This design comes from an exercise in tuning for small area on the open sky130 flow, not from production work.
Function was checked by simulation only, so behaviour that the tests miss may differ from the original.

== main ==
Design pwm_top, start of the top module:
module pwm_top #(
    parameter integer WIDTH = 16
)(
    input  wire              clk_psc_i,      
    input  wire              rst_n_i,        
    input  wire [7:0]        addr_i,
    input  wire [15:0]       wdata_i,
    output wire [15:0]       rdata_o,
    input  wire              wr_en_i,
    input  wire              rd_en_i,
    output wire              pwm_ch1_a_o, pwm_ch1_b_o,
    output wire              pwm_ch2_a_o, pwm_ch2_b_o,
    output wire              pwm_ch3_a_o, pwm_ch3_b_o,
    output wire              pwm_ch4_a_o, pwm_ch4_b_o,
    output wire              pwm_ch5_a_o, pwm_ch5_b_o,
    output wire              pwm_ch6_a_o, pwm_ch6_b_o,
    output wire              pwm_ch7_a_o, pwm_ch7_b_o,
    output wire              pwm_ch8_a_o, pwm_ch8_b_o
);
export LEC_CHECK = 0
export CAP_MARGIN = 20
export CORE_MARGIN = 2
export CORE_UTILIZATION = 45
export CTS_BUF_LIST = sky130_fd_sc_hd__clkbuf_16
export CTS_CLUSTER_DIAMETER = 80
export CTS_CLUSTER_SIZE = 24
export SLEW_MARGIN = 20
create_clock -name core_clock -period 10.0 [get_ports {clk_psc_i}]
standard.sh (not shown) runs the stock make flow with config.mk's settings and CLKGATE_MAP_FILE= SYNTH_SCRIPT=/design/flow/synth_recipe.tcl, a recipe that flattens the netlist after the stock synthesis.
==> flow/flow/run.sh <==
#!/bin/bash
# Own layout flow: the standard flow (standard.sh) with two changes:
#  1. synthesis maps the logic with an area-oriented ABC script (flow/abc_area.script)
#     instead of ORFS's; everything before ABC (including the flip-flop mapping) and
#     after it is ORFS's synthesis as synth_recipe.tcl runs it.
#  2. CTS runs without dummy loads.
# Each tool's full output goes to a log file in this folder (run_*.log) and ORFS's logs.
set -euo pipefail
cd "$(dirname "$0")/.."
WORK=$PWD
mkdir -p "$WORK/myflow"

# synth.tcl with the ABC script swapped for ours
sed 's#^source $::env(SCRIPTS_DIR)/synth_preamble.tcl#source $::env(SCRIPTS_DIR)/synth_preamble.tcl\nset abc_args [lreplace $abc_args 1 1 '"$WORK"'/flow/abc_area.script]#' \
  "$FLOW_HOME/scripts/synth.tcl" > "$WORK/myflow/synth.tcl"
grep -q "flow/abc_area.script" "$WORK/myflow/synth.tcl"
sed 's#source $::env(SCRIPTS_DIR)/synth.tcl#source '"$WORK"'/myflow/synth.tcl#' \
  "$WORK/synth_recipe.tcl" > "$WORK/myflow/synth_recipe.tcl"
grep -q "myflow/synth.tcl" "$WORK/myflow/synth_recipe.tcl"

# standard.sh with our synthesis script and CTS arguments
CTS_ARGS="-sink_clustering_enable -repair_clock_nets -dont_use_dummy_load -sink_clustering_size 24 -sink_clustering_max_diameter 80 -buf_list sky130_fd_sc_hd__clkbuf_16"
sed -e "s#SYNTH_SCRIPT=[^ ]*synth_recipe.tcl#SYNTH_SCRIPT=$WORK/myflow/synth_recipe.tcl 'CTS_ARGS=$CTS_ARGS'#" \
  "$WORK/standard.sh" > "$WORK/myflow/standard.sh"
grep -q "myflow/synth_recipe.tcl" "$WORK/myflow/standard.sh"

bash "$WORK/myflow/standard.sh" > "$WORK/run_standard.log" 2>&1
==> flow/flow/abc_area.script <==
strash
dch -f
amap
strash
dch -f
amap
main: PASS, flow complete, no timing, DRC or antenna violations
[inputs] the feature branch vs main
==> flow/run.sh (new file) <==
#!/bin/bash
# synth_recipe.tcl (not shown) runs the flow's synth.tcl, then flattens the netlist and writes it again
# the make line also repeats each setting of config.mk as NAME=value (left out here)
make -C /OpenROAD-flow-scripts/flow DESIGN_CONFIG=/design/flow/config.mk WORK_HOME=/design/flow/orfs CLKGATE_MAP_FILE= SYNTH_SCRIPT=/design/flow/synth_recipe.tcl finish
removed: flow/flow/run.sh
removed: flow/flow/abc_area.script
removed: flow/standard.sh
Notes after the runs:
The feature branch against main; synthesized area is up by a little under 10%. Looking at launching element of the worst setup path, the addr_i[5] result is from the feature branch; the addr_i[3] one comes from main. Between main and the feature branch, the flow reports number of filler cells placed in the layout increasing by a few percent. The sequential cell area share in the feature branch sits 3.0 points below the value recorded for main. Cmp main and the feature branch / area overhead of the layout relative to synthesis / lower: the feature branch. Number of standard cells in the final layout excluding fillers was higher in the run labelled main. In the tables for main and the feature branch, worst setup slack reads higher with the feature branch. Cell with the largest stage delay on the worst path: clkdlybuf4s50_1 -> main, or4_1 -> the feature branch.

## static timing again, ports no longer ideal
How much do the figures lean on ideal ports? The routed layouts below were timed once more, with nothing changed but the port constraints. Step 1 (the two cells are an assumption about what drives the block):
set clk [get_ports {clk_psc_i}]
set_driving_cell -lib_cell sky130_fd_sc_hd__clkbuf_16 $clk
set_driving_cell -lib_cell sky130_fd_sc_hd__buf_2 [delete_from_list [all_inputs] $clk]
Step 2 adds t to the input delays and takes it off the output delays; t is the mean of the earliest and latest rising clock arrival at the registers after step 1. Input paths then give back, and output paths get back, about the clock's delay inside the block. a / b / c = ideal / step 1 / step 2; a / b = the first two.
| run | t, ns | slack for setup (ns) | worst setup path after step 2 |
|---|---|---|---|
| main | 0.754 | 1.136 / 1.053 / 1.053 | input to output |
| the feature branch | 0.794 | 1.315 / 1.274 / 1.274 | input to output |
After both steps every run listed still meets setup and hold. The setup slack of main, which loses most, moves by -0.083 ns with the drivers and by -0.083 ns with both steps.
